Context: an optimization exercise on an open-source flow, tuned for small area. The choices shown serve that exercise and are no tape-out recipe.
Where RTL was checked, it was by simulation tests only, not by an equivalence proof against the original.
The RTL of runs 4 and 5 was laid out without a check of its function.
Power and IR drop assume default switching activity.

==> design.v <==
`timescale 1ns/10ps
module remove_joggle(key_in,clk,rst,en,key_out);
input key_in,clk,rst,en;
output reg key_out;
reg q0,q1,q2,q3,q4,q5,q6,q7,q8,q9;
always @(posedge clk)
begin
 if(rst) begin
  q0<=1;q1<=1;q2<=1;q3<=1;q4<=1;q5<=1;q6<=1;q7<=1;q8<=1;q9<=1;
 end
 else if(en) begin
  q9 <= q8;
  q8 <= q7;
  q7 <= q6;
  q6 <= q5;
  q5 <= q4;
  q4 <= q3;
  q3 <= q2;
  q2 <= q1;
  q1 <= q0;
  q0 <= key_in;
 end
end
always @(posedge clk)
begin
 if(rst) key_out <= 0;
 else if(q0&q1&q2&q3&q4&q5&q6&q7&q8&q9&key_out) key_out <= 0;
 else if(~(q0|q1|q2|q3|q4|q5|q6|q7|q8|q9)&~key_out) key_out <= 1;
end
endmodule
module clk_1ms(input clk,input rst,output tick);
reg [31:0] cnt;
reg clk2;
always @(posedge clk)
begin
if(rst) begin cnt<=0; clk2<=0; end
else if(cnt=='d24) begin clk2<=~clk2;cnt<=0; end
else cnt<=cnt+1;
end
assign tick = (cnt=='d24) & ~clk2;
endmodule
module clk_10ms(input clk,input rst,output tick);
reg [31:0] cnt;
reg clk2;
always @(posedge clk)
begin
if(rst) begin cnt<=0; clk2<=0; end
else if(cnt=='d249) begin clk2<=~clk2;cnt<=0; end
else cnt<=cnt+1;
end
assign tick = (cnt=='d249) & ~clk2;
endmodule
module scan(input clk,input rst,input en,input key,output reg[1:0] out);
reg[15:0]cnt1,cnt0;
always @(posedge clk)
begin
if(rst) begin out<=2'b01;cnt1<=0;cnt0<=0; end
else if(en) begin
 if(key)
 begin
    if(cnt0<2000&&cnt0!=0) begin out<=2'b00;cnt0<=0; end 
    if(cnt0>=2000) begin out<=2'b01; cnt0<=0; end 
    if(cnt1<=2000) begin cnt1<=cnt1+1; end
 end
 else
 begin
    if(cnt1<1000&&cnt1!=0) begin out<=2'b10;cnt1<=0; end 
    if(cnt1>=1000) begin out<=2'b11; cnt1<=0; end 
    if(cnt0<=3000) begin cnt0<=cnt0+1; end
 end
end
end
endmodule
module dynamic_display(input[3:0] IN1,IN2,IN3,IN4,IN5,IN6,input clk,input rst,input en,output reg [7:0] DISPLAYOUT,output reg [5:0]DIG);
reg [2:0]cnt;
function [7:0] D;
input [3:0] d;
begin
    case(d)
    4'd0: D='h3f;
    4'd1: D='h06;
    4'd2: D='h5b;
    4'd3: D='h4f;
    4'd4: D='h66;
    4'd5: D='h6d;
    4'd6: D='h9b;
    4'd7: D='h07;
    4'd8: D='h7f;
    4'd9: D='h6f;
    4'd10: D='h77;
    4'd11: D='h7c;
    4'd12: D='h39;
    4'd13: D='h5e;
    4'd14: D='h79;
    default: D='h71;
    endcase
end
endfunction
    always @(posedge clk) begin
    if(rst) cnt<=3'b000;
    else if(en) begin
     if(cnt==5 || cnt==6) cnt<=0;
     else if(cnt<6) cnt<=cnt+1;
    end
    end
    always@(posedge clk)
    begin
      if(rst) begin DISPLAYOUT<=0; DIG<=6'b000000; end
      else if(en) begin
        case(cnt)
            3'b000:begin DISPLAYOUT<=D(IN1); DIG<=6'b111110; end
            3'b001:begin DISPLAYOUT<=D(IN2); DIG<=6'b111101; end
            3'b010:begin DISPLAYOUT<=D(IN3); DIG<=6'b111011; end
            3'b011:begin DISPLAYOUT<=D(IN4); DIG<=6'b110111; end
            3'b100:begin DISPLAYOUT<=D(IN5); DIG<=6'b101111; end
            3'b101:begin DISPLAYOUT<=D(IN6); DIG<=6'b011111; end
            default: ;
        endcase
      end
    end
endmodule
module status(input clk,input rst,input [1:0]out,output reg [9:0]state,output reg change);
reg EN;
always@(posedge clk)
begin
  if(rst) begin state<=0; change<=0; EN<=0; end
  else
    case(out)
    2'b00:begin EN<=1; end
    2'b01:begin change<=1;state<=0;EN<=1; end
    2'b10:begin if(EN) begin EN<=0;state[9:0]<={state[7:0],2'b10}; change<=0;end end
    2'b11:begin if(EN) begin EN<=0;state[9:0]<={state[7:0],2'b11}; change<=0;end end
    endcase
end
endmodule
module trans(input clk,input rst,input change,input[7:0]N,output reg [7:0]N12,N34,N56);
reg change_d;
always @(posedge clk)
begin
  if(rst) begin N12<=0; N34<=0; N56<=0; change_d<=0; end
  else begin
    N12<=N;
    change_d<=change;
    if(change&~change_d) begin N56<=N34;N34<=N12; end
  end
end
endmodule
module decode(input clk,input rst,input en,input [9:0] state,output reg [7:0]N);
always@(posedge clk)
begin
  if(rst) N<=0;
  else if(en)
    case(state)
    'b1111111111: begin N<=8'h30; end
    'b1011111111: begin N<=8'h31; end
    'b1010111111: begin N<=8'h32; end
    'b1010101111: begin N<=8'h33; end
    'b1010101011: begin N<=8'h34; end
    'b1010101010: begin N<=8'h35; end
    'b1110101010: begin N<=8'h36; end
    'b1111101010: begin N<=8'h37; end
    'b1111111010: begin N<=8'h38; end
    'b1111111110: begin N<=8'h39; end
    default: begin N<=0 ;end
    endcase
end
endmodule
module main (input clk,rst,key,output[5:0] DIG,output[7:0]DISPLAYOUT,output test,output change,output [1:0] out,output [7:0]cnt);
wire tick_1ms,tick_10ms;
wire[9:0] state;
wire[7:0] N,N12,N34,N56;
wire key_out;
assign cnt=state[7:0];
clk_1ms div21ms(clk,rst,tick_1ms);
clk_10ms div210ms(clk,rst,tick_10ms);
remove_joggle remove(key,clk,rst,tick_10ms,key_out);
assign test=key_out;
scan key_pressed(clk,rst,tick_1ms,key_out,out);
status status(clk,rst,out,state,change);
decode state_to_digital_display(clk,rst,tick_1ms,state,N);
trans static_to_dynamic(clk,rst,change,N,N12,N34,N56);
dynamic_display display(N12[3:0],N12[7:4],N34[3:0],N34[7:4],N56[3:0],N56[7:4],clk,rst,tick_1ms,DISPLAYOUT,DIG);
endmodule
==> run.sh <==
#!/bin/bash
# synth_recipe.tcl (not shown) runs the flow's synth.tcl, then flattens the netlist and writes it again
# the make line also repeats each setting of config.mk as NAME=value (left out here)
make -C /OpenROAD-flow-scripts/flow DESIGN_CONFIG=/design/flow/config.mk WORK_HOME=/design/flow/orfs CLKGATE_MAP_FILE= SYNTH_SCRIPT=/design/flow/synth_recipe.tcl finish
==> config.mk <==
export PLATFORM = sky130hd
export DESIGN_NAME = main
export DESIGN_NICKNAME = main
export VERILOG_FILES = /design/flow/design.v
export SDC_FILE = /design/flow/constraint.sdc
export NUM_CORES = 4
export LEC_CHECK = 0
export CAP_MARGIN = 20
export CORE_MARGIN = 2
export CORE_UTILIZATION = 40
export SLEW_MARGIN = 20
==> constraint.sdc <==
create_clock -name core_clock -period 10.0 [get_ports {clk}]
set_input_delay 2.0000 -clock core_clock [delete_from_list [all_inputs] [get_ports {clk}]]
set_output_delay 2.0000 -clock core_clock [all_outputs]
set_load 0.01 [all_outputs]
==> impl_metrics.json, run 1 <==
{
  "status": "finished clean",
  "hold_viol": 0,
  "crit_type": "in2reg",
  "tightestPinTransition_ps": 858,
  "crit_family": "buffers and inverters",
  "post_cts_buffers": 0,
  "routedWlPerCell_um": 13.9,
  "dp.cells": 1307,
  "cts_root_buf": "clkbuf_16",
  "io_pins": 29,
  "dr.pass1.iters": 7,
  "cts-resized-gates": 0,
  "nNetsFinal": 1082,
  "first_iter_violations": 367,
  "yosys-top-cells-area": "dfxtp_1 43%, nor2_1 5.5%, ha_1 5.1%, xor2_1 4.4%, a21oi_1 3.0%",
  "crit_required_ps": 10380,
  "p_comb_frac": 0.016,
  "syn_inst": 1048,
  "fp.dieW_um": 156,
  "grt_pass1_vias": 6580,
  "clk_latency_ps": 440,
  "rsz0062_at_grt": "no",
  "preCtsSetupSlack_ps": 5750,
  "grt_max_degree": 72,
  "crit_arrival_ps": 4160,
  "synth-edff-count": 0,
  "drive_above_1_share": 0.0712,
  "min_from": "state_to_digital_display.N[4]$_SDFFE_PP0P_",
  "fmax_mhz": 264,
  "timing.hold.ws_ps": 417,
  "dieArea_um2": 24400,
  "synth.largest_area_cell": "dfxtp_1",
  "clk_pin_slew_ps": 70,
  "max_cap_violations": 0,
  "antenna_found_initial": 0,
  "holdBufCountCts": 0,
  "final_cell_mix": "200 x dfxtp_1, 136 x nor2_1, 72 x nand2_1",
  "power_frac_seq": 0.534,
  "final_util": 0.451,
  "start_kind": "input port",
  "swShare": 0.234,
  "yosys_warnings": 8,
  "p_per_area_nw_per_um2": 147,
  "wl_um": 18600,
  "initial_core_util": 0.408,
  "crit-reg2reg-launch": "div21ms.cnt[0]$_SDFF_PP0_",
  "power.leakage_nw": 3.80,
  "peakVddDrop_mv": 0.0944,
  "numPortBuffers": 28,
  "synth_cell_types": 65,
  "hp-class": "reg2reg",
  "async_flop_share": 0,
  "relSlewSlack": 0.426,
  "cp_common_cell": "inv_1",
  "slew_violations": 0,
  "ys_seq_area_frac": 0.433,
  "hold_depth": 1,
  "syn_avg_cell_area_um2": 8.82,
  "antenna_left": 0,
  "synthesis.area_um2": 9250,
  "grt_overflow": 0,
  "setup_ws_ps": 6210,
  "r2r_cells": 9,
  "ff2ff_setup_slack_ps": 7130,
  "setup_violations": 0,
  "remaining_drc_errors": 0,
  "die_y_um": 156,
  "period_share": 0.379,
  "skew_ps": 21.5,
  "num_vias": 6992,
  "critPathMaxStageDelay_ps": 610,
  "synth_top_area_share": 0.433,
  "power.internal_mw": 1.15,
  "synth_seq_cells": 200,
  "clockBufferDepth": 2,
  "htree_levels": 4,
  "synthFlopType": "dfxtp_1",
  "cts_num_sinks": 200,
  "fp-row-count": 55,
  "path_max_fanout": 71,
  "core_area_um2": 22600,
  "fin_cells": 1339,
  "cts_tree": "done",
  "critPathBufInv": 4,
  "antenna_cells": 0,
  "fin_tns_setup_ps": 0,
  "fin_crit_ps": 3790,
  "cts_buffers": 17,
  "crit_chain": "buf_2, buf_4, nand2b_1, inv_1, ha_1, inv_1, mux2i_1, a32oi_1, or2_2",
  "end_kind": "flip-flop",
  "p_clk_frac": 0.450,
  "grt_pass1_wl_um": 31300,
  "final_common_cell": "dfxtp_1",
  "gp_congestion": 0.823,
  "viasPerCell": 5.22,
  "slowest_stage": "buf_4",
  "place.detailed.hpwl_um": 12600,
  "area_growth_syn_to_layout_pct": 10.5,
  "r2r_end": "key_pressed.cnt0[4]$_SDFFE_PP0P_",
  "grt_use_total": 0.157,
  "p_sw_uw": 352
}
## metrics by stage
stage                     total power [mW]  area [um^2]
after floorplan                      0.839         9270
final                                 1.50        10200
after global routing                  1.57        10200
after global placement               0.845         9640
after detailed placement             0.846         9640
after CTS                             1.53        10200
## routing by layer
metal | vias to the layer above | part of all wire | global-route usage | wire length (um)
li1 | 3626 | - | - | -
met1 | 3269 | 0.50 | 0.207 | 9210
met2 | 83 | 0.46 | 0.259 | 8600
met3 | 14 | 0.033 | 0.0364 | 613
met4 | 0 | 0.0080 | 0.0389 | 148
met5 | - | 0 | 0 | 0
## power groups by stage
stage	logic [mW]	registers [mW]	clock network, mW
6_report	0.0237	0.803	0.677
5_1_grt	0.0269	0.804	0.735
4_1_cts	0.0243	0.803	0.699
3_5_place_dp	0.0241	0.822	0
3_3_place_gp	0.0238	0.822	0
2_1_floorplan	0.0185	0.821	0
## final cells by class
class | count | area (um^2)
tap | 285 | 357
fill | 2194 | 12400
sequential | 200 | 4000
clock buffer | 19 | 453
inverter | 43 | 161
multi-input combinational | 746 | 4800
timing repair buffer | 33 | 313
clock inverter | 13 | 130
## logic make-up (layout without fill, tap and decap cells)
group | count (synthesis) | in the layout | share of synthesized area
xor+xnor | 68 | 68 | 0.0644
mux | 24 | 24 | 0.0284
compound gates | 156 | 156 | 0.113
fa+ha+maj | 38 | 38 | 0.0514
flops | 200 | 200 | 0.433
simple gates | 454 | 454 | 0.258
other cells | 1 | 6 | 0.000406
buf+inv | 107 | 108 | 0.0510
## synthesized netlist by cell type, drive strengths merged, types with 15 or more instances
library cell	n
or3	17
clkbuf	46
inv	43
nor4	20
xnor2	22
ha	38
nand2	72
nand3	49
nor2	137
buf	18
nand4	26
mux2i	15
nand2b	15
a21oi	55
xor2	46
dfxtp	200
and3	24
o21ai	25
nor2b	18
nor3	21
## worst max path at each step
stage | start | end | cells past startpoint
after detailed placement | rst | flip-flop | 9
after global placement | rst | flip-flop | 9
after global routing | rst | flip-flop | 9
after floorplan | rst | flip-flop | 8
after CTS | rst | flip-flop | 9
final | rst | flip-flop | 9
==> inputs of run 2 (changes only) <==
==> design.v (replaced) <==
`timescale 1ns/10ps
module main (input clk,rst,key,output[5:0] DIG,output[7:0]DISPLAYOUT,output test,output change,output [1:0] out,output [7:0]cnt);
reg [5:0] c50;
reg [3:0] c10;
wire end50 = (c50 == 6'd49);
wire tick_1ms = (c50 == 6'd24);
wire tick_10ms = end50 & (c10 == 4'd4);
always @(posedge clk) begin
  if (rst) begin c50 <= 0; c10 <= 0; end
  else begin
    c50 <= end50 ? 6'd0 : c50 + 6'd1;
    if (end50) c10 <= (c10 == 4'd9) ? 4'd0 : c10 + 4'd1;
  end
end
reg key_out;
reg [3:0] run;
wire flip = (run == 4'd10);
always @(posedge clk) begin
  if (rst) begin key_out <= 0; run <= 0; end
  else begin
    if (flip) begin key_out <= ~key_out; run <= 0; end
    else if (tick_10ms) run <= (key == key_out) ? run + 4'd1 : 4'd0;
  end
end
assign test = key_out;
reg lvl;
reg [7:0] win;
reg [1:0] o;
always @(posedge clk) begin
  if (rst) begin lvl <= 0; win <= 8'd255; o <= 2'b01; end
  else begin
    if (tick_1ms && key_out != lvl) begin
      lvl <= key_out;
      win <= 0;
      if (key_out) o <= {1'b0, win >= 8'd200};
      else o <= {1'b1, win >= 8'd100};
    end else if (tick_10ms && win != 8'd200) win <= win + 8'd1;
  end
end
assign out = o;
reg [9:0] state;
reg chg, EN;
always @(posedge clk) begin
  if (rst) begin state <= 0; chg <= 0; EN <= 0; end
  else begin
    EN <= ~o[1];
    if (o == 2'b01) begin chg <= 1; state <= 0; end
    else if (o[1] & EN) begin state <= {state[7:0], 1'b1, o[0]}; chg <= 0; end
  end
end
assign change = chg;
assign cnt = state[7:0];
reg [3:0] N, N34, N56;
reg [3:0] dec;
always @* begin
  case (state)
    10'b1111111111: dec = 4'd0;
    10'b1011111111: dec = 4'd1;
    10'b1010111111: dec = 4'd2;
    10'b1010101111: dec = 4'd3;
    10'b1010101011: dec = 4'd4;
    10'b1010101010: dec = 4'd5;
    10'b1110101010: dec = 4'd6;
    10'b1111101010: dec = 4'd7;
    10'b1111111010: dec = 4'd8;
    10'b1111111110: dec = 4'd9;
    default: dec = 4'd15;
  endcase
end
always @(posedge clk) begin
  if (rst) begin N <= 4'd15; N34 <= 4'd15; N56 <= 4'd15; end
  else begin
    if (tick_1ms) N <= dec;
    if (o == 2'b01 && !chg) begin N34 <= N; N56 <= N34; end
  end
end
reg [2:0] pos;
reg [3:0] nib;
wire [2:0] npos = (pos >= 3'd5) ? 3'd0 : pos + 3'd1;
reg [3:0] ch;
always @* begin
  case (npos[2:1])
    2'd0: ch = N;
    2'd1: ch = N34;
    default: ch = N56;
  endcase
end
wire valid = (ch != 4'd15);
always @(posedge clk) begin
  if (rst) begin pos <= 3'd7; nib <= 4'd15; end
  else if (tick_1ms) begin
    pos <= npos;
    nib <= npos[0] ? (valid ? 4'd3 : 4'd0) : (valid ? ch : 4'd0);
  end
end
reg [7:0] seg;
always @* begin
  case (nib)
    4'd0: seg = 8'h3f;
    4'd1: seg = 8'h06;
    4'd2: seg = 8'h5b;
    4'd3: seg = 8'h4f;
    4'd4: seg = 8'h66;
    4'd5: seg = 8'h6d;
    4'd6: seg = 8'h9b;
    4'd7: seg = 8'h07;
    4'd8: seg = 8'h7f;
    4'd9: seg = 8'h6f;
    default: seg = 8'h00;
  endcase
end
assign DISPLAYOUT = seg;
assign DIG = (pos == 3'd7) ? 6'b000000 : ~(6'b000001 << pos);
endmodule
--- a/config.mk
+++ b/config.mk
@@ -8,4 +8,7 @@
 export CAP_MARGIN = 20
 export CORE_MARGIN = 2
 export CORE_UTILIZATION = 40
+export CTS_BUF_LIST = sky130_fd_sc_hd__clkbuf_4
+export CTS_CLUSTER_DIAMETER = 200
+export CTS_CLUSTER_SIZE = 64
 export SLEW_MARGIN = 20
==> run 2 against run 1 <==
Compared with the run above: synthesized cell count fell by 63%; first-iteration DRC count is 77% lower; total power is 70% lower; global-route usage down 0.26 points; cell count shrank 62%; routed wire length decreased by 65%; setup slack got worse by 1300 ps; critical path depth stayed put; still clean; register-to-register slack lost 890 ps; die area down 62%; clock power fell by 74%.
==> impl_metrics.json, run 2 <==
{
  "io_pins": 29,
  "antenna_left": 0,
  "fin_cells": 513,
  "start_kind": "input port",
  "dieArea_um2": 9160,
  "fillCellCount": 819,
  "grt_use_total": 0.154,
  "clockBufferDepth": 2,
  "nNetsFinal": 425,
  "hp-class": "reg2reg",
  "crit_chain": "clkdlybuf4s50_1, clkinv_1, nand3_1, o32ai_1, a21oi_1, inv_1, ha_1, nor3b_2, or3b_1",
  "slowest_stage": "clkdlybuf4s50_1",
  "crit_type": "in2reg",
  "cts_root_buf": "clkbuf_4",
  "period_share": 0.505,
  "final_common_cell": "dfxtp_1",
  "drive_above_1_share": 0.0809,
  "critPathMaxStageDelay_ps": 920,
  "area_growth_syn_to_layout_pct": 11.8,
  "async_flop_share": 0,
  "synth-edff-count": 0,
  "antenna_found_initial": 0,
  "grt_pass1_wl_um": 11100,
  "clk_pin_slew_ps": 110,
  "viasPerCell": 5.13,
  "syn_inst": 390,
  "clk_latency_ps": 410,
  "initial_core_util": 0.411,
  "grt_overflow": 0,
  "p_per_area_nw_per_um2": 122,
  "peakVddDrop_mv": 0.0733,
  "end_kind": "flip-flop",
  "fmax_mhz": 198,
  "cts_tree": "done",
  "synth_seq_cells": 65,
  "antenna_cells": 0,
  "crit_required_ps": 10300,
  "synthFlopType": "dfxtp_1",
  "grt_pass1_vias": 2397,
  "synth_top_area_share": 0.387,
  "crit_arrival_ps": 5350,
  "synth.largest_area_cell": "dfxtp_1",
  "cts_buffers": 9,
  "status": "finished clean",
  "dp.cells": 497,
  "final_cell_mix": "65 x dfxtp_1, 58 x nand2_1, 33 x nor2_1",
  "cts_num_sinks": 65,
  "first_iter_violations": 84,
  "numPortBuffers": 28,
  "largest_reg_flops": 10,
  "holdBufCountCts": 0,
  "tightestPinTransition_ps": 802,
  "synthesis.area_um2": 3360,
  "synth_commonest_cells": "65 x dfxtp_1, 58 x nand2_1, 33 x nor2_1, 30 x a21oi_1, 19 x ha_1",
  "critPathBufInv": 3,
  "yosys-top-cells-area": "dfxtp_1 39%, ha_1 7.1%, nand2_1 6.5%, a21oi_1 4.5%, nor2_1 3.7%",
  "dr.pass1.iters": 5,
  "cts-resized-gates": 0,
  "final_util": 0.460,
  "skew_ps": 11.2,
  "yosys_warnings": 1,
  "hold_viol": 0,
  "place.detailed.hpwl_um": 4550,
  "synth_cell_types": 60,
  "core_area_um2": 8180,
  "fin_tns_setup_ps": 0,
  "routedWlPerCell_um": 12.6,
  "num_vias": 2631,
  "fp.dieW_um": 95.7,
  "regMostFlops": "state",
  "relSlewSlack": 0.463,
  "post_cts_buffers": 0,
  "path_max_fanout": 25,
  "fin_crit_ps": 5050,
  "slew_violations": 0,
  "gp_congestion": 0.820,
  "rsz0062_at_grt": "no",
  "ff2ff_setup_slack_ps": 6240,
  "fp-row-count": 33,
  "synth_most_common_cell": "dfxtp_1",
  "die_y_um": 95.7,
  "htree_levels": 3,
  "ys_seq_area_frac": 0.387,
  "grt_max_degree": 26,
  "wl_um": 6470,
  "power.leakage_nw": 1.50,
  "syn_avg_cell_area_um2": 8.62,
  "max_cap_violations": 0,
  "remaining_drc_errors": 0,
  "crit_family": "buffers and inverters",
  "setup_violations": 0
}
## run 2: cell count changes after synthesis, moves of 19 or more
cell | previous run | this run
dfxtp_1 | 200 | 65
nand4_1 | 25 | 4
ha_1 | 38 | 19
inv_1 | 43 | 16
a21oi_1 | 55 | 30
clkbuf_1 | 46 | 12
xor2_1 | 46 | 11
nand3_1 | 49 | 12
nor2_1 | 136 | 33
## run 2: power breakdown
| part | switching, mW | leakage [nW] | internal (mW) |
|---|---|---|---|
| Sequential | 0.00378 | 0.526 | 0.262 |
| Clock | 0.0954 | 0.0698 | 0.0773 |
| Combinational | 0.0113 | 0.902 | 0.00771 |
## run 2: per-stage QoR
| stage | total power, mW | setup slack [ps] | hold slack, ps | cell area, um^2 |
|---|---|---|---|---|
| final | 0.457 | 4950 | 469 | 3760 |
| after global routing | 0.475 | 4590 | 508 | 3760 |
| after CTS | 0.464 | 4900 | 472 | 3760 |
| after detailed placement | 0.291 | 4450 | 454 | 3630 |
| after global placement | 0.290 | 4570 | 443 | 3630 |
| after floorplan | 0.284 | 6170 | 435 | 3360 |
## run 2: layout make-up
type                    count  area [um^2]  share of cell area
inverters                  18         72.6              0.0193
well taps                 105          131              0.0349
clock inverters             6         58.8              0.0156
clock buffers              10         75.1              0.0200
repair buffers             29          288              0.0765
multi-input cells         280         1830               0.488
flip-flops and latches     65         1300               0.346
## run 2: logic make-up (layout without fill, tap and decap cells)
kind of cell	Yosys count	count (layout)	share of synthesized area
xor gates and xnor gates	18	18	0.0469
AOI/OAI and AO/OA	90	90	0.189
DFF	65	65	0.387
adders and majority gates	19	19	0.0707
muxes	10	10	0.0301
buffers and inverters	45	63	0.0677
and+or+nand+nor	143	143	0.209
## run 2: worst paths after layout
path,end,from,cells after the start
worst max-delay path,DISPLAYOUT[4]$_DFF_P_,rst,9
worst min-delay path,state[9]$_SDFFE_PP0P_,state[9]$_SDFFE_PP0P_,2
worst max register to register,DISPLAYOUT[4]$_DFF_P_,pos[0]$_SDFFE_PP1N_,11
worst min register to register,state[9]$_SDFFE_PP0P_,state[9]$_SDFFE_PP0P_,2
## run 2: per-layer routing
| metal | vias up | share of wire | global-route usage |
|---|---|---|---|
| met5 | - | 0 | 0 |
| met4 | 0 | 0.0083 | 0.0500 |
| met3 | 5 | 0.041 | 0.0517 |
| met2 | 37 | 0.45 | 0.237 |
| met1 | 1217 | 0.50 | 0.204 |
| li1 | 1372 | - | - |
## run 2: worst min-delay path, delay by kind of cell (launching register included)
family | cells | cell delay [ps]
flops | 1 | 330
simple gates | 1 | 50
compound gates | 1 | 50
==> inputs of run 3 (changes only) <==
--- a/config.mk
+++ b/config.mk
@@ -8,7 +8,4 @@
 export CAP_MARGIN = 20
 export CORE_MARGIN = 2
 export CORE_UTILIZATION = 40
-export CTS_BUF_LIST = sky130_fd_sc_hd__clkbuf_4
-export CTS_CLUSTER_DIAMETER = 200
-export CTS_CLUSTER_SIZE = 64
 export SLEW_MARGIN = 20
==> run 3 against run 2 <==
Compared with the run above: clock skew shrank 5.4 ps; flip-flop and latch count stayed put; die area stayed put; critical path depth stayed put; cell count is the same; utilization grew 0.77 points; sequential power barely moved; clock-buffer cell count up 1; routed wire length up 0.40%; final area is 1.7% higher; critical endpoint unchanged; largest power group unchanged.
==> impl_metrics.json, run 3 <==
{
  "status": "finished clean",
  "grt_overflow": 0,
  "cts-resized-gates": 0,
  "start_kind": "input port",
  "period_share": 0.518,
  "timing.hold.ws_ps": 464,
  "grt_use_total": 0.154,
  "antenna_left": 0,
  "r2r_cells": 11,
  "fp.dieW_um": 95.7,
  "synth_seq_cells": 65,
  "dr.pass1.iters": 4,
  "r2r_end": "DISPLAYOUT[4]$_DFF_P_",
  "setup_violations": 0,
  "clk_latency_ps": 340,
  "crit_arrival_ps": 5400,
  "cts_tree": "done",
  "htree_levels": 3,
  "slew_violations": 0,
  "initial_core_util": 0.411,
  "ff2ff_setup_slack_ps": 6210,
  "fin_tns_setup_ps": 0,
  "wl_um": 6500,
  "crit-reg2reg-launch": "pos[0]$_SDFFE_PP1N_",
  "antenna_cells": 0,
  "crit_end": "DISPLAYOUT[4]$_DFF_P_",
  "max_cap_violations": 0,
  "peakVddDrop_mv": 0.0884,
  "area_growth_syn_to_layout_pct": 13.7,
  "path_depth": 9,
  "hold_viol": 0,
  "tightestPinTransition_ps": 802,
  "synth_most_common_cell": "dfxtp_1",
  "cts_root_buf": "clkbuf_8",
  "async_flop_share": 0,
  "final_cell_area_um2": 3820,
  "yosys-top-cells-area": "dfxtp_1 39%, ha_1 7.1%, nand2_1 6.5%, a21oi_1 4.5%, nor2_1 3.7%",
  "end_kind": "flip-flop",
  "core_area_um2": 8180,
  "die_y_um": 95.7,
  "clk_pin_slew_ps": 70,
  "first_iter_violations": 94,
  "synthFlopType": "dfxtp_1",
  "synth.largest_area_cell": "dfxtp_1",
  "synth_cell_types": 60,
  "crit_required_ps": 10220,
  "path_max_fanout": 25,
  "rsz0062_at_grt": "no",
  "synth_commonest_cells": "65 x dfxtp_1, 58 x nand2_1, 33 x nor2_1, 30 x a21oi_1, 19 x ha_1",
  "power.leakage_nw": 1.52,
  "fin_crit_ps": 5180,
  "power.internal_uw": 391,
  "p_sw_uw": 116,
  "grt_pass1_vias": 2430,
  "crit_family": "buffers and inverters",
  "place.detailed.hpwl_um": 4550,
  "final_cell_mix": "65 x dfxtp_1, 58 x nand2_1, 33 x nor2_1",
  "routedWlPerCell_um": 12.7,
  "crit_start": "rst",
  "p_per_area_nw_per_um2": 133,
  "dieArea_um2": 9160,
  "cts_num_sinks": 65,
  "placed_area_um2": 3630,
  "skew_ps": 5.83,
  "clockBufferDepth": 2,
  "cts_buffers": 9,
  "relSlewSlack": 0.462,
  "post_cts_buffers": 0,
  "slowest_stage": "clkdlybuf4s50_1",
  "critPathBufInv": 3,
  "crit_type": "in2reg",
  "nNetsFinal": 425,
  "ys_seq_area_frac": 0.387,
  "yosys_warnings": 1,
  "syn_avg_cell_area_um2": 8.62,
  "critPathMaxStageDelay_ps": 940,
  "regMostFlops": "state",
  "grt_max_degree": 26,
  "num_vias": 2635,
  "swShare": 0.229,
  "viasPerCell": 5.14,
  "syn_inst": 390,
  "numPortBuffers": 28,
  "crit_chain": "clkdlybuf4s50_1, clkinv_1, nand3_1, o32ai_1, a21oi_1, inv_1, ha_1, nor3b_2, or3b_1",
  "synth-edff-count": 0,
  "drive_above_1_share": 0.0809,
  "final_common_cell": "dfxtp_1",
  "holdBufCountCts": 0,
  "p_comb_frac": 0.038,
  "largest_reg_flops": 10,
  "gp_congestion": 0.820,
  "hp-class": "reg2reg",
  "synthesis.area_um2": 3360,
  "grt_pass1_wl_um": 11200,
  "synth_top_area_share": 0.387,
  "remaining_drc_errors": 0,
  "fp-row-count": 33,
  "p_clk_frac": 0.438,
  "power_frac_seq": 0.524,
  "io_pins": 29,
  "fmax_mhz": 193,
  "antenna_found_initial": 0
}
## run 3: cell counts after synthesis
No cell type changed its count.
## run 3: logic make-up (layout without fill, tap and decap cells)
| family | count (synthesis) | after routing | synth area share |
|---|---|---|---|
| xor gates and xnor gates | 18 | 18 | 0.0469 |
| DFF | 65 | 65 | 0.387 |
| adders and majority gates | 19 | 19 | 0.0707 |
| muxes | 10 | 10 | 0.0301 |
| buffers and inverters | 45 | 63 | 0.0677 |
| AOI/OAI and AO/OA | 90 | 90 | 0.189 |
| and+or+nand+nor | 143 | 143 | 0.209 |
## run 3: worst register-to-register path, cell delays in order (launching register included)
cell and delay [ps]:
dfxtp_1 390, ha_1 290, ha_1 520, nand2b_1 150, a21oi_1 260, o221a_2 330
a211oi_1 120, a211oi_1 710, inv_1 160, ha_1 220, nor3b_2 150, or3b_1 370
## run 3: power groups by stage
stage               logic [mW]  registers (mW)  clock network [mW]
CTS                     0.0194           0.266               0.230
detailed placement      0.0192           0.272                   0
global placement        0.0189           0.271                   0
finish                  0.0191           0.266               0.222
floorplan               0.0138           0.271                   0
global route            0.0216           0.266               0.237
## run 3: layout make-up
class / count / area (um^2)
fillers: 813 / 4350
multi-input cells: 280 / 1830
flip-flops and latches: 65 / 1300
repair buffers: 29 / 288
clock buffers: 11 / 141
well taps: 105 / 131
inverters: 18 / 72.6
clock inverters: 5 / 55.1
## run 3: how the worst min path moves through the flow
stage	from	endpoint	slack, ps	depth (start not counted)
final	N56[3]$_SDFFE_PP1P_	N56[3]$_SDFFE_PP1P_	460	2
after global routing	state[9]$_SDFFE_PP0P_	state[9]$_SDFFE_PP0P_	500	2
after CTS	state[9]$_SDFFE_PP0P_	state[9]$_SDFFE_PP0P_	470	2
after detailed placement	N56[3]$_SDFFE_PP1P_	N56[3]$_SDFFE_PP1P_	450	2
after global placement	state[9]$_SDFFE_PP0P_	state[9]$_SDFFE_PP0P_	440	2
after floorplan	N56[3]$_SDFFE_PP1P_	N56[3]$_SDFFE_PP1P_	430	2
## run 3: through the flow
stage	setup WS, ps	utilization	instances	total power [mW]
final	4820	0.468	513	0.507
after global routing	4490	0.468	513	0.525
after CTS	4810	0.468	513	0.515
after detailed placement	4450	0.444	497	0.291
after global placement	4570	0.444	497	0.290
after floorplan	6170	-	390	0.284
## run 3: metal layers
| layer | up-vias | wire, um | track usage |
|---|---|---|---|
| li1 | 1366 | - | - |
| met5 | - | 0 | 0 |
| met1 | 1223 | 3290 | 0.206 |
| met2 | 40 | 2930 | 0.240 |
| met4 | 0 | 57 | 0.0500 |
| met3 | 6 | 215 | 0.0470 |
==> inputs of run 4 (changes only) <==
--- a/design.v
+++ b/design.v
@@ -93,22 +93,13 @@
     nib <= npos[0] ? (valid ? 4'd3 : 4'd0) : (valid ? ch : 4'd0);
   end
 end
-reg [7:0] seg;
-always @* begin
-  case (nib)
-    4'd0: seg = 8'h3f;
-    4'd1: seg = 8'h06;
-    4'd2: seg = 8'h5b;
-    4'd3: seg = 8'h4f;
-    4'd4: seg = 8'h66;
-    4'd5: seg = 8'h6d;
-    4'd6: seg = 8'h9b;
-    4'd7: seg = 8'h07;
-    4'd8: seg = 8'h7f;
-    4'd9: seg = 8'h6f;
-    default: seg = 8'h00;
-  endcase
-end
-assign DISPLAYOUT = seg;
+assign DISPLAYOUT[0] = (~nib[3] & nib[2] & nib[0]) | (~nib[3] & nib[1]) | (nib[3] & ~nib[2]) | (~nib[2] & ~nib[0]);
+assign DISPLAYOUT[1] = (~nib[3] & nib[1]) | (~nib[2]) | (~nib[0]);
+assign DISPLAYOUT[2] = (~nib[3] & nib[0]) | (~nib[1]);
+assign DISPLAYOUT[3] = ~((~nib[3] & ~nib[2] & ~nib[1] & nib[0]) | (nib[2] & ~nib[1] & ~nib[0]) | (nib[2] & nib[1] & nib[0]));
+assign DISPLAYOUT[4] = ~((nib[2] & ~nib[1]) | (nib[0]));
+assign DISPLAYOUT[5] = ~((~nib[3] & ~nib[2] & nib[0]) | (nib[1]));
+assign DISPLAYOUT[6] = ~((~nib[3] & ~nib[2] & ~nib[1]) | (nib[2] & nib[1]));
+assign DISPLAYOUT[7] = (nib[2] & nib[1] & ~nib[0]);
 assign DIG = (pos == 3'd7) ? 6'b000000 : ~(6'b000001 << pos);
 endmodule
--- a/config.mk
+++ b/config.mk
@@ -8,4 +8,5 @@
 export CAP_MARGIN = 20
 export CORE_MARGIN = 2
 export CORE_UTILIZATION = 40
+export CTS_BUF_LIST = sky130_fd_sc_hd__clkbuf_4
 export SLEW_MARGIN = 20
==> run 4 against run 3 <==
Compared with the run above: non-clock buffer count unchanged; routed wire length decreased by 10%; synthesized cell count decreased by 7.2%; register-to-register slack improved by 1300 ps; sequential share of layout area decreased by 0.052 points; clock power decreased by 41%; final area decreased by 12%; worst hold slack got worse by 6.2 ps; highest routed layer unchanged; maximum frequency increased by 30%; clock-buffer cell count decreased by 1; critical endpoint is now DIG[4]; still clean.
==> impl_metrics.json, run 4 <==
{
  "path_max_fanout": 9,
  "crit_required_ps": 8000,
  "clk_latency_ps": 390,
  "htree_levels": 3,
  "power.internal_uw": 293,
  "clockBufferDepth": 2,
  "nNetsFinal": 389,
  "status": "finished clean",
  "antenna_left": 0,
  "fp-row-count": 31,
  "synth-edff-count": 0,
  "relSlewSlack": 0.377,
  "setup_violations": 0,
  "synth_commonest_cells": "57 x dfxtp_1, 38 x nand2_1, 36 x nor2_1, 28 x a21oi_1, 18 x inv_1",
  "hold_viol": 0,
  "grt_overflow": 0,
  "crit-reg2reg-launch": "pos[0]$_SDFFE_PP1N_",
  "place.detailed.hpwl_um": 3940,
  "power.total_uw": 390,
  "p_per_area_nw_per_um2": 116,
  "die_y_um": 90.4,
  "r2r_cells": 7,
  "gp_congestion": 0.783,
  "regMostFlops": "state",
  "tightestPinTransition_ps": 931,
  "period_share": 0.398,
  "async_flop_share": 0,
  "peakVddDrop_mv": 0.0740,
  "crit_arrival_ps": 1980,
  "antenna_cells": 0,
  "fp.dieW_um": 90.4,
  "hold_depth": 2,
  "synth.largest_area_cell": "dfxtp_1",
  "slew_violations": 0,
  "end_kind": "output port",
  "dieArea_um2": 8180,
  "drive_above_1_share": 0.0528,
  "post_cts_buffers": 0,
  "first_iter_violations": 110,
  "fin_tns_setup_ps": 0,
  "wl_um": 5840,
  "grt_max_degree": 41,
  "grt_pass1_wl_um": 10100,
  "skew_ps": 12.0,
  "ys_seq_area_frac": 0.382,
  "yosys_warnings": 1,
  "synthesis.area_um2": 2990,
  "p_comb_frac": 0.058,
  "antenna_found_initial": 0,
  "p_clk_frac": 0.335,
  "dr.pass1.iters": 4,
  "grt_pass1_vias": 2171,
  "initial_core_util": 0.412,
  "synth_top_area_share": 0.382,
  "clk_pin_slew_ps": 90,
  "dp.cells": 462,
  "cts_num_sinks": 57,
  "swShare": 0.250,
  "num_vias": 2448,
  "cts_tree": "done",
  "synthFlopType": "dfxtp_1",
  "hp-class": "reg2reg",
  "synth_most_common_cell": "dfxtp_1",
  "rsz0062_at_grt": "no",
  "start_kind": "flip-flop",
  "fillCellCount": 705,
  "fin_cells": 478,
  "cts_root_buf": "clkbuf_4",
  "largest_reg_flops": 10,
  "crit_start": "pos[0]$_SDFFE_PP1N_",
  "cts-resized-gates": 0,
  "hold-path-endpoint": "state[9]$_SDFFE_PP0P_",
  "final_common_cell": "dfxtp_1",
  "power_frac_seq": 0.608,
  "min_from": "state[9]$_SDFFE_PP0P_",
  "p_sw_uw": 97.6,
  "holdBufCountCts": 0,
  "core_area_um2": 7250,
  "grt_use_total": 0.150,
  "crit_type": "reg2out",
  "syn_avg_cell_area_um2": 8.25,
  "area_growth_syn_to_layout_pct": 12.4,
  "placed_area_um2": 3260,
  "final_cell_mix": "57 x dfxtp_1, 38 x nand2_1, 36 x nor2_1",
  "io_pins": 29,
  "cts_buffers": 9,
  "synth_seq_cells": 57,
  "final_cell_area_um2": 3360,
  "r2r_end": "nib[0]$_SDFFE_PP1N_",
  "routedWlPerCell_um": 12.2,
  "viasPerCell": 5.12,
  "synth_cell_types": 48,
  "numPortBuffers": 28,
  "syn_inst": 362,
  "ff2ff_setup_slack_ps": 7510,
  "max_cap_violations": 0,
  "remaining_drc_errors": 0,
  "fin_crit_ps": 3980,
  "yosys-top-cells-area": "dfxtp_1 38%, ha_1 5.0%, nand2_1 4.8%, a21oi_1 4.7%, nor2_1 4.5%",
  "power.leakage_nw": 1.35,
  "fmax_mhz": 251
}
[run 4: changes by cell type after synthesis, moves of 4 or more]
cell and change:
a22oi_1 +6, nor2b_1 +8, o21bai_1 +5, nand2_1 -20, ha_1 -7, dfxtp_1 -8, mux2i_1 -4, a221o_1 +4
a211o_1 +12
[run 4: power groups by stage]
stage	combinational, mW	clock (mW)	sequential (mW)
after floorplan	0.0174	0	0.241
after global placement	0.0225	0	0.242
after detailed placement	0.0229	0	0.243
after CTS	0.0230	0.136	0.237
after global routing	0.0257	0.147	0.238
final	0.0226	0.131	0.237
[run 4: kinds of logic (layout without fill, tap and decap cells)]
group / Yosys count / in the layout / share of synthesized area
AND/OR/NAND/NOR: 135 / 135 / 0.225
adder cells (fa/ha/maj): 12 / 12 / 0.0502
XOR/XNOR: 18 / 18 / 0.0528
multiplexers: 5 / 5 / 0.0168
flip-flops: 57 / 57 / 0.382
buffers and inverters: 46 / 63 / 0.0699
AO/OA/AOI/OAI: 89 / 89 / 0.204
[run 4: per-stage QoR]
stage | util | hold slack [ps] | worst slack, ps
after floorplan | - | 437 | 6960
after global placement | 0.449 | 445 | 6480
after detailed placement | 0.449 | 449 | 6400
after CTS | 0.463 | 461 | 5970
after global routing | 0.463 | 506 | 5870
final | 0.463 | 458 | 6020
[run 4: worst max-delay path by stage]
stage / end
after floorplan: DIG[4]
after CTS: DIG[4]
after global routing: DIG[5]
after detailed placement: DIG[4]
after global placement: DIG[4]
final: DIG[4]
[run 4: layout make-up]
| class | count | area (um^2) | area share |
|---|---|---|---|
| Multi-Input combinational cell | 259 | 1640 | 0.488 |
| Sequential cell | 57 | 1140 | 0.340 |
| Timing Repair Buffer | 29 | 288 | 0.0857 |
| Tap cell | 99 | 124 | 0.0369 |
| Clock buffer | 10 | 75.1 | 0.0224 |
| Inverter | 18 | 67.6 | 0.0201 |
| Clock inverter | 6 | 25.0 | 0.00745 |
[run 4: metal layers]
metal / vias up / routed length (um) / track usage / share of wire
li1: 1276 / - / - / -
met1: 1127 / 2920 / 0.191 / 0.50
met2: 39 / 2630 / 0.240 / 0.45
met3: 6 / 223 / 0.0484 / 0.038
met4: 0 / 63 / 0.0500 / 0.011
met5: - / 0 / 0 / 0
[run 4: critical path: stages (launching register included)]
cell and delay, ps:
dfxtp_1 400, ha_1 290, ha_1 230, a21oi_1 130, clkdlybuf4s50_1 560
==> inputs of run 5 (changes only) <==
==> flow/run.sh (new file) <==
#!/bin/bash
# Standard ORFS layout with smaller port buffers and a clock tree without dummy loads.
set -euo pipefail
export BUFFER_PORTS_ARGS="-buffer_cell sky130_fd_sc_hd__buf_1"
export CTS_ARGS="-sink_clustering_enable -repair_clock_nets -dont_use_dummy_load -buf_list sky130_fd_sc_hd__clkbuf_4"
bash standard.sh finish > flow.log 2>&1
==> standard.sh (new file) <==
#!/bin/bash
# synth_recipe.tcl (not shown) runs the flow's synth.tcl, then flattens the netlist and writes it again
# the make line also repeats each setting of config.mk as NAME=value (left out here)
make -C /OpenROAD-flow-scripts/flow DESIGN_CONFIG=/design/flow/config.mk WORK_HOME=/design/flow/orfs CLKGATE_MAP_FILE= SYNTH_SCRIPT=/design/flow/synth_recipe.tcl "${@:-finish}"
--- a/config.mk
+++ b/config.mk
@@ -8,5 +8,4 @@
 export CAP_MARGIN = 20
 export CORE_MARGIN = 2
 export CORE_UTILIZATION = 40
-export CTS_BUF_LIST = sky130_fd_sc_hd__clkbuf_4
 export SLEW_MARGIN = 20
removed: run.sh
==> run 5 against run 4 <==
Compared with the run above: still clean on timing, DRC and antenna; setup slack gained 390 ps; total power shrank 4.5%; synthesized cell count unchanged; critical endpoint is now DIG[5]; largest power group unchanged.
==> impl_metrics.json, run 5 <==
{
  "status": "finished clean",
  "cp_common_cell": "ha_1",
  "fmax_mhz": 278,
  "fin_cells": 471,
  "clockBufferDepth": 2,
  "setup_violations": 0,
  "path_max_fanout": 9,
  "grt_overflow": 0,
  "antenna_left": 0,
  "ys_seq_area_frac": 0.382,
  "clk_pin_slew_ps": 100,
  "initial_core_util": 0.412,
  "preCtsSetupSlack_ps": 6840,
  "remaining_drc_errors": 0,
  "period_share": 0.359,
  "cts_buffers": 9,
  "synth_top_area_share": 0.382,
  "htree_levels": 3,
  "fin_crit_ps": 3590,
  "first_iter_violations": 100,
  "skew_ps": 29.4,
  "yosys_warnings": 1,
  "async_flop_share": 0,
  "power.leakage_nw": 1.27,
  "numPortBuffers": 28,
  "routedWlPerCell_um": 11.9,
  "crit_required_ps": 8000,
  "core_area_um2": 7250,
  "synth_cell_types": 48,
  "nNetsFinal": 389,
  "final_util": 0.434,
  "crit_type": "reg2out",
  "peakVddDrop_mv": 0.0556,
  "syn_inst": 362,
  "syn_avg_cell_area_um2": 8.25,
  "grt_use_total": 0.145,
  "place.detailed.hpwl_um": 3840,
  "cts-resized-gates": 0,
  "crit_chain": "ha_1, ha_1, a21oi_1, buf_1",
  "synth_most_common_cell": "dfxtp_1",
  "gp_congestion": 0.780,
  "synth.largest_area_cell": "dfxtp_1",
  "start_kind": "flip-flop",
  "fp-row-count": 31,
  "drive_above_1_share": 0.0457,
  "crit_family": "adder cells",
  "synthesis.area_um2": 2990,
  "fillCellCount": 765,
  "dieArea_um2": 8180,
  "die_y_um": 90.4,
  "relSlewSlack": 0.378,
  "regMostFlops": "state",
  "grt_pass1_wl_um": 9860,
  "area_growth_syn_to_layout_pct": 5.44,
  "antenna_found_initial": 0,
  "cts_tree": "done",
  "dp.cells": 462,
  "grt_pass1_vias": 2245,
  "setup_ws_ps": 6410,
  "num_vias": 2433,
  "grt_max_degree": 41,
  "multi_input_area_um2": 1640,
  "final_cell_mix": "57 x dfxtp_1, 38 x nand2_1, 36 x nor2_1",
  "largest_reg_flops": 10,
  "antenna_cells": 0,
  "yosys-top-cells-area": "dfxtp_1 38%, ha_1 5.0%, nand2_1 4.8%, a21oi_1 4.7%, nor2_1 4.5%",
  "crit_arrival_ps": 1590,
  "slowest_stage": "dfxtp_1",
  "critPathMaxStageDelay_ps": 400,
  "viasPerCell": 5.17,
  "critPathBufInv": 1,
  "hold_viol": 0,
  "placed_area_um2": 3080,
  "final_common_cell": "dfxtp_1",
  "synthFlopType": "dfxtp_1",
  "slew_violations": 0,
  "synth_commonest_cells": "57 x dfxtp_1, 38 x nand2_1, 36 x nor2_1, 28 x a21oi_1, 18 x inv_1",
  "fin_tns_setup_ps": 0,
  "rsz0062_at_grt": "no",
  "end_kind": "output port",
  "synth_seq_cells": 57,
  "fp.dieW_um": 90.4,
  "max_cap_violations": 0,
  "io_pins": 29,
  "synth-edff-count": 0,
  "post_cts_buffers": 0,
  "tightestPinTransition_ps": 929,
  "wl_um": 5590,
  "dr.pass1.iters": 4,
  "cts_num_sinks": 57,
  "p_per_area_nw_per_um2": 118,
  "cts_root_buf": "clkbuf_4",
  "hp-class": "reg2reg",
  "holdBufCountCts": 0,
  "regArea_um2": 1140,
  "final_cell_area_um2": 3150,
  "clk_latency_ps": 400
}
==> run 5: kinds of logic after synthesis <==
logic type	after synthesis	synth area share
and+or+nand+nor	135	0.225
muxes	5	0.0168
buffers and inverters	46	0.0699
DFF	57	0.382
adders and majority gates	12	0.0502
xor gates and xnor gates	18	0.0528
AOI/OAI and AO/OA	89	0.204
==> run 5: stage by stage <==
step / power (mW) / hold WS, ps
after global routing: 0.391 / 498
after detailed placement: 0.264 / 458
final: 0.373 / 467
after global placement: 0.263 / 444
after floorplan: 0.259 / 437
after CTS: 0.380 / 471
==> run 5: tightest hold or removal path, cell delays in order (launching register included) <==
cell and delay [ps]:
dfxtp_1 320, nand2_1 50, a21oi_1 50
==> run 5: where the power goes <==
part	switching, mW	internal [mW]
Clock	0.0731	0.0417
Sequential	0.00465	0.232
Combinational	0.0118	0.00918
==> run 5: path summary, 6_finish.rpt <==
| check | startpoint | endpoint | slack [ps] | cells after the start |
|---|---|---|---|---|
| worst max-delay path | pos[0]$_SDFFE_PP1N_ | DIG[5] | 6410 | 4 |
| worst min-delay path | state[9]$_SDFFE_PP0P_ | state[9]$_SDFFE_PP0P_ | 470 | 2 |
| worst max register to register | pos[0]$_SDFFE_PP1N_ | nib[0]$_SDFFE_PP1N_ | 7480 | 7 |
| worst min register to register | state[9]$_SDFFE_PP0P_ | state[9]$_SDFFE_PP0P_ | 470 | 2 |
==> run 5: layer usage <==
layer | wire length (um) | global-route usage | vias up | part of all wire
met5 | 0 | 0 | - | 0
met4 | 73 | 0.0500 | 0 | 0.013
met3 | 232 | 0.0509 | 9 | 0.041
met2 | 2560 | 0.236 | 40 | 0.46
met1 | 2730 | 0.179 | 1118 | 0.49
li1 | - | - | 1266 | -
==> run 5: layout make-up <==
cell class | count | area share
Clock buffer | 9 | 0.0214
Timing Repair Buffer | 29 | 0.0357
Tap cell | 99 | 0.0393
Multi-Input combinational cell | 259 | 0.520
Sequential cell | 57 | 0.362
Inverter | 18 | 0.0214

static timing again, ports no longer ideal:
No port has a modelled driver above. Below, the same layouts with a new extraction and two added sets of constraints.
Step 1: set_driving_cell puts a clkbuf_16 on clk and a buf_2 on each other input, an assumption about the parent block.
Step 2 moves the port delays by t, midway between the first and last clock arrival at a register: inputs arrive t later, outputs are due t later. That takes back most of the time a late clock gives input paths.
a / b / c = ideal ports / drivers / drivers and shift; a / b = the first two.
run | shift t [ns] | slack for setup (ns) | hold WS [ns] | latest minus earliest clock arrival (ns) | worst data-port slew with drivers (ns)
run 1 | 0.472 | 6.214 / 6.226 / 5.766 | 0.417 / 0.417 / 0.417 | 0.023 / 0.022 | 0.03
run 2 | 0.432 | 4.950 / 4.958 / 4.525 | 0.469 / 0.469 / 0.469 | 0.011 / 0.011 | 0.03
run 3 | 0.365 | 4.824 / 4.833 / 4.468 | 0.464 / 0.464 / 0.464 | 0.007 / 0.006 | 0.03
run 4 | 0.410 | 6.019 / 5.991 / 6.401 | 0.458 / 0.458 / 0.458 | 0.012 / 0.012 | 0.03
run 5 | 0.414 | 6.408 / 6.382 / 6.797 | 0.467 / 0.467 / 0.467 | 0.030 / 0.029 | 0.03
After both steps setup and hold are still met in every run listed. The setup slack of run 1, which loses most, moves by +0.012 ns with the drivers and by -0.448 ns with both steps.
